From an optimization exercise on the open Yosys and OpenROAD flow, aimed at small area and a short achievable clock period; shortcuts taken in it are not production practice.
Where RTL was checked, it was by simulation tests only, not by an equivalence proof against the original.

## cordic
module cordic # (parameter DATA_WIDTH = 16) (
    input                       clk,
    input                       rst_n,
    input                       start,
    input  [2:0]                mode,
    input  [3:0]                shift,
    input  [DATA_WIDTH*2 - 1 : 0] opa,
    input  [DATA_WIDTH*2 - 1 : 0] opb,
    output logic [DATA_WIDTH*2 - 1 : 0] data_o
);
Size in the first run: ~8400 cells after synthesis, about 540 flip-flops, about 110 I/O pins.
export LEC_CHECK = 0
export CAP_MARGIN = 20
export CORE_MARGIN = 2
export CORE_UTILIZATION = 40
export PLACE_DENSITY = 0.6
export SLEW_MARGIN = 20
export SYNTH_HIERARCHICAL = 1
create_clock -name core_clock -period 13.0 [get_ports {clk}]
run.sh (not shown) runs the stock make flow with config.mk's settings and CLKGATE_MAP_FILE= SYNTH_SCRIPT=/design/flow/synth_recipe.tcl, a recipe that flattens the netlist after the stock synthesis.
The starting point produced a clean layout.
Edit:
- ABC_AREA: default -> 1
Flip-flop and latch count does not change.
Final area goes up by 9.9%.
Die area climbs by 9.7%.
Global-route usage came out higher by 4.0 points.
Clock skew is about the same.
Critical path depth grows by 9.
Final cell count rose by 38%.
Utilization is about the same.

========
cordic, a different RTL version from the one above (not shown whole).
Size in the first run: roughly 8,800 cells after synthesis, ~470 flip-flops, ~110 I/O pins.
export LEC_CHECK = 0
export CAP_MARGIN = 20
export CORE_MARGIN = 2
export CORE_UTILIZATION = 40
export PLACE_DENSITY = 0.6
export SLEW_MARGIN = 20
export SYNTH_HIERARCHICAL = 1
export SYNTH_MINIMUM_KEEP_SIZE = 1000
create_clock -name core_clock -period 13.0 [get_ports {clk}]
standard.sh (not shown) runs the stock make flow with config.mk's settings and CLKGATE_MAP_FILE= SYNTH_SCRIPT=/design/flow/synth_recipe.tcl, a recipe that flattens the netlist after the stock synthesis.
==> flow/flow/run.sh <==
#!/bin/bash
# Layout with the standard flow (standard synthesis, floorplan, placement, CTS, routing);
# the only change is a larger setup margin for the resizer's repair_timing, so that it keeps
# improving the slowest paths past the point where they just meet the clock period.
set -euo pipefail
bash standard.sh SETUP_SLACK_MARGIN=6.5 finish > standard_flow.log 2>&1
The baseline finished clean.
Change:
--- a/flow/flow/run.sh
+++ b/flow/flow/run.sh
@@ -6 +6 @@
-bash standard.sh SETUP_SLACK_MARGIN=6.5 finish > standard_flow.log 2>&1
+bash standard.sh SETUP_SLACK_MARGIN=6 finish > standard_flow.log 2>&1
CORE_UTILIZATION = 50   (was 40)
PLACE_DENSITY = 0.7   (was 0.6)
Effect: Synthesized cell count does not change. Global-route usage climbs by 3.8 points. Via count drops by 0.75%.
Change:
--- a/flow/flow/run.sh
+++ b/flow/flow/run.sh
@@ -6 +6 @@
-bash standard.sh SETUP_SLACK_MARGIN=6 finish > standard_flow.log 2>&1
+bash standard.sh SETUP_SLACK_MARGIN=5.5 finish > standard_flow.log 2>&1
CORE_UTILIZATION = 40   (was 50)
PLACE_DENSITY = 0.6   (was 0.7)
Final cell count increases by a few percent.
No functional check of the RTL was part of any run of this note.

========
run 1:
Another version of the RTL of cordic (not shown whole).
Size: roughly 470 flip-flops, roughly 110 I/O pins, roughly 78000 um^2 of cells after synthesis.
export LEC_CHECK = 0
export CAP_MARGIN = 20
export CORE_MARGIN = 2
export CORE_UTILIZATION = 40
export PLACE_DENSITY = 0.6
export SETUP_SLACK_MARGIN = 5
export SLEW_MARGIN = 20
export SYNTH_HIERARCHICAL = 1
create_clock -name core_clock -period 13.0 [get_ports {clk}]
run.sh (not shown) runs the stock make flow with config.mk's settings and CLKGATE_MAP_FILE= SYNTH_SCRIPT=/design/flow/synth_recipe.tcl, a recipe that flattens the netlist after the stock synthesis.
Stock flow here: none of the scripts above is used.
Run 1 | stages: all done | timing, DRC, antenna: all pass
Here is what was changed in the inputs of run 2 compared with run 1.
- SETUP_SLACK_MARGIN no longer set, was 5
==> flow/flow/run.sh (new file) <==
#!/bin/bash
# Layout with the standard flow (standard synthesis, floorplan, placement, CTS, routing);
# the only change is a larger setup margin for the resizer's repair_timing, so that it keeps
# improving the slowest paths past the point where they just meet the clock period.
set -euo pipefail
bash standard.sh SETUP_SLACK_MARGIN=7 finish > standard_flow.log 2>&1
==> flow/standard.sh (new file) <==
#!/bin/bash
# synth_recipe.tcl (not shown) runs the flow's synth.tcl, then flattens the netlist and writes it again
# the make line also repeats each setting of config.mk as NAME=value (left out here)
make -C /OpenROAD-flow-scripts/flow DESIGN_CONFIG=/design/flow/config.mk WORK_HOME=/design/flow/orfs CLKGATE_MAP_FILE= SYNTH_SCRIPT=/design/flow/synth_recipe.tcl "${@:-finish}"
removed: flow/run.sh
## What came out
Run 2: done, clean on timing, DRC and antenna. Diff run 1 -> run 2 | layout inverter count without the clock tree | increase of 0.65%. [compare] base=run 1 new=run 2: smallest hold slack ~0 delta, aggregate routed wire length +14%, utilization +7.1 points, initial antenna violation count +8.
### run 2 -> run 3
- putting SETUP_SLACK_MARGIN at 5 where nothing was set
- swapping 40 for 60 in CORE_UTILIZATION
- swapping 0.6 for 0.8 in PLACE_DENSITY
==> flow/run.sh (new file) <==
#!/bin/bash
# synth_recipe.tcl (not shown) runs the flow's synth.tcl, then flattens the netlist and writes it again
# the make line also repeats each setting of config.mk as NAME=value (left out here)
make -C /OpenROAD-flow-scripts/flow DESIGN_CONFIG=/design/flow/config.mk WORK_HOME=/design/flow/orfs CLKGATE_MAP_FILE= SYNTH_SCRIPT=/design/flow/synth_recipe.tcl finish
removed: flow/flow/run.sh
removed: flow/standard.sh
[summary]
- The higher maximum frequency came out of run 2.
- Against run 2, the final cell area of run 3 is lower.
- When run 3 is measured against run 2, its worst-case setup margin in the final layout turns out 1.11 ns lower.
- In the metrics for run 3 and run 2, the one carrying the higher initial standard-cell utilization of the core is run 3.

========
Setup of v37:
cordic, a different RTL version from the one above (not shown whole).
Size: roughly 8800 cells after synthesis, about 470 flip-flops, about 110 I/O pins.
clock: 13.0 ns
lec_check: 0
cap_margin: 5
core_margin: 2
core_utilization: 40
place_density: 0.6
slew_margin: 5
synth_hierarchical: 1
synth_minimum_keep_size: 1000
standard.sh (not shown) runs the stock make flow with config.mk's settings and CLKGATE_MAP_FILE= SYNTH_SCRIPT=/design/flow/synth_recipe.tcl, a recipe that flattens the netlist after the stock synthesis.
==> flow/flow/run.sh <==
#!/bin/bash
# Layout with the standard flow (standard synthesis, floorplan, placement, CTS, routing);
# the only change is a larger setup margin for the resizer's repair_timing, so that it keeps
# improving the slowest paths past the point where they just meet the clock period.
set -euo pipefail
bash standard.sh SETUP_SLACK_MARGIN=6.25 finish > standard_flow.log 2>&1
Changes in v51 relative to v37:
-- flow/flow/run.sh --
<<< v37, line 4
# improving the slowest paths past the point where they just meet the clock period.
set -euo pipefail
bash standard.sh SETUP_SLACK_MARGIN=6.25 finish > standard_flow.log 2>&1
>>> v51, line 4
# improving the slowest paths past the point where they just meet the clock period.
set -euo pipefail
bash standard.sh SETUP_SLACK_MARGIN=6 finish > standard_flow.log 2>&1
--- outcome ---
Compared with v37, v51 shows final-layout non-clock buffer area share lower by 1.3 points. v37 -> v51: multi-input gate area in the final layout decreased slightly. Measured against each other, v51 and v37 differ in maximum fanout count along the critical path, the lower figure coming from v37. v51 has utilization below what v37 had. Diff v37 -> v51 | first-iteration DRC count | up by more than 10%.
## Diff of input files: v26 against v51
# v51
export LEC_CHECK = 0
export CAP_MARGIN = 5
export CORE_MARGIN = 2
export CORE_UTILIZATION = 40
export PLACE_DENSITY = 0.6
export SLEW_MARGIN = 5
export SYNTH_HIERARCHICAL = 1
export SYNTH_MINIMUM_KEEP_SIZE = 1000
create_clock -name core_clock -period 13.0 [get_ports {clk}]
# v26
export LEC_CHECK = 0
export CAP_MARGIN = 20
export CORE_MARGIN = 2
export CORE_UTILIZATION = 40
export PLACE_DENSITY = 0.6
export SLEW_MARGIN = 20
export SYNTH_HIERARCHICAL = 1
export SYNTH_MINIMUM_KEEP_SIZE = 1000
create_clock -name core_clock -period 13.0 [get_ports {clk}]
Findings:
- v51 -> v26: share of cell area taken by flip-flops and latches flat
- Diff v26..v51 | worst hold slack across all endpoints | negligible
- Fmax across v26 and v51: no real change.
- Changes observed in v26 relative to v51: area of all placed cells without fillers ~0 delta, post-detailed-routing wire length comparable.
- Between v26 and v51, the ratio of final minimum period to clock period figures differ only marginally.
- All-layer global routing usage across v26 and v51: no real change.
- Re detailed-routed wire length on met3: v51 was lower than v26.

========
cordic with an RTL version that a note above also has.
For scale: roughly 470 flip-flops, roughly 110 I/O pins, roughly 77,000 µm² of cells after synthesis.
==> flow/design.v (excerpt) <==
module cordic # (parameter DATA_WIDTH = 16) (
    input                       clk,
    input                       rst_n,
    input                       start,
    input  [2:0]                mode,
    input  [3:0]                shift,
    input  [DATA_WIDTH*2 - 1 : 0] opa,
    input  [DATA_WIDTH*2 - 1 : 0] opb,
    output logic [DATA_WIDTH*2 - 1 : 0] data_o
);
    logic [6:1] vld;
    always_ff @(posedge clk or negedge rst_n) begin
        if (!rst_n)     vld <= '0;
        else if (start) vld <= {vld[5:1], 1'b1};
    end
    wire [15:0] ar = opa[31:16];
    wire [15:0] ai = opa[15:0];
    wire [15:0] br = opb[31:16];
    wire [15:0] bi = opb[15:0];
    wire x_small = (&ar[15:8]) | ~(|ar[15:8]);
    wire y_small = (&ai[15:8]) | ~(|ai[15:8]);
    wire w_small = (&br[15:8]) | ~(|br[15:8]);
    wire pre_shift = x_small & y_small;
    wire vec_in = ~mode[2] & (|mode[1:0]);
    wire [15:0] nbi = ~bi + 16'd1;
    wire [15:0] zs = mode[2] ? nbi : br;
    logic signed [18:0] x1_in, y1_in;
    logic [15:0] z1_in;
  ...
clock: 13.0 ns
lec_check: 0
cap_margin: 20
core_margin: 2
core_utilization: 40
place_density: 0.6
slew_margin: 20
synth_hierarchical: 1
synth_minimum_keep_size: 1000
==> flow/flow/run.sh <==
#!/bin/bash
# Layout with the standard flow (standard synthesis, floorplan, placement, CTS, routing);
# the only change is a larger setup margin for the resizer's repair_timing, so that it keeps
# improving the slowest paths past the point where they just meet the clock period.
set -euo pipefail
bash standard.sh SETUP_SLACK_MARGIN=6 finish > standard_flow.log 2>&1
The baseline completed without violations.
Then changed:
- CAP_MARGIN: 20 -> 5
- SLEW_MARGIN: 20 -> 5
Via count came out lower by 0.31%.
Global-route usage barely changes.
First-iteration DRC count came out lower by 0.73%.
Core utilization came out lower by 0.13 points.
Function was not checked in any run of this note: the RTL went through the layout flow alone.

========
== run A ==
cordic with an RTL version that a note above also has.
For scale: roughly 9000 cells after synthesis, ~110 I/O pins, roughly 78000 um2 of cells after synthesis.
clock: 13.0 ns
lec_check: 0
cap_margin: 20
core_margin: 2
core_utilization: 40
place_density: 0.6
slew_margin: 20
synth_hierarchical: 1
Scripts as last shown in full above: flow/flow/run.sh
Run A was carried through to the last stage, and its layout satisfied the timing, DRC and antenna checks.
Here is what was changed in the inputs of run B compared with run A.
- a deleted SYNTH_HIERARCHICAL that had been 1
Notes after the runs:
- Of run A and run B, the lower tap cell count belongs to run B.
- Required time at the worst-slack endpoint, run A and run B: larger value in run A
- In the reports for run A and run B, the smaller worst setup slack belongs to run B.
- Compared with run A, run B shows a higher area share of fa/ha/maj cells after synthesis.
- First element of the critical path: vec5$_DFFE_PP_ -> run A, y5[1]$_DFFE_PP_ -> run B

==> afterwards: timing with drivers on the ports <==
No port has a modelled driver above. Below, the same layouts with a new extraction and two added sets of constraints. Step 1 sets driving cells, clkbuf_16 on the clock port and buf_2 on the other inputs (assumed; they add their load-dependent delay and slew). Step 2, shift: input delay + t, output delay - t, t = (earliest + latest rising clock arrival at the registers) / 2. This alone moves slack from input paths to output paths. Slacks: ideal ports / drivers / drivers and shift; pairs: ideal ports / drivers.
run | shift t [ns] | slack for setup (ns) | pins driven straight from the clock port
the first run of note 1 | 0.746 | 3.934 / 3.852 / 4.223 | 1
the second run of note 1 | 0.777 | 4.906 / 4.829 / 4.571 | 1
the first run of note 2 | 0.766 | 6.410 / 6.410 / 6.152 | 1
the second run of note 2 | 0.736 | 6.094 / 6.086 / 6.081 | 1
the third run of note 2 | 0.774 | 5.695 / 5.611 / 5.813 | 1
run 1 | 0.766 | 5.365 / 5.289 / 5.365 | 1
run 2 | 0.801 | 6.414 / 6.414 / 6.401 | 1
run 3 | 0.773 | 5.299 / 5.299 / 5.299 | 1
v37 | 0.762 | 6.340 / 6.299 / 6.132 | 1
v51 | 0.770 | 6.158 / 6.111 / 6.124 | 1
v26 | 0.772 | 6.171 / 6.115 / 6.098 | 1
the first run of note 5 | 0.773 | 6.150 / 6.105 / 6.146 | 1
the second run of note 5 | 0.769 | 6.102 / 6.019 / 6.180 | 1
run A | 0.774 | 6.093 / 6.093 / 5.871 | 1
run B | 0.762 | 5.741 / 5.741 / 5.496 | 1
After both steps every run listed still meets setup and hold. The setup slack of the second run of note 1, which loses most, moves by -0.077 ns with the drivers and by -0.335 ns with both steps.
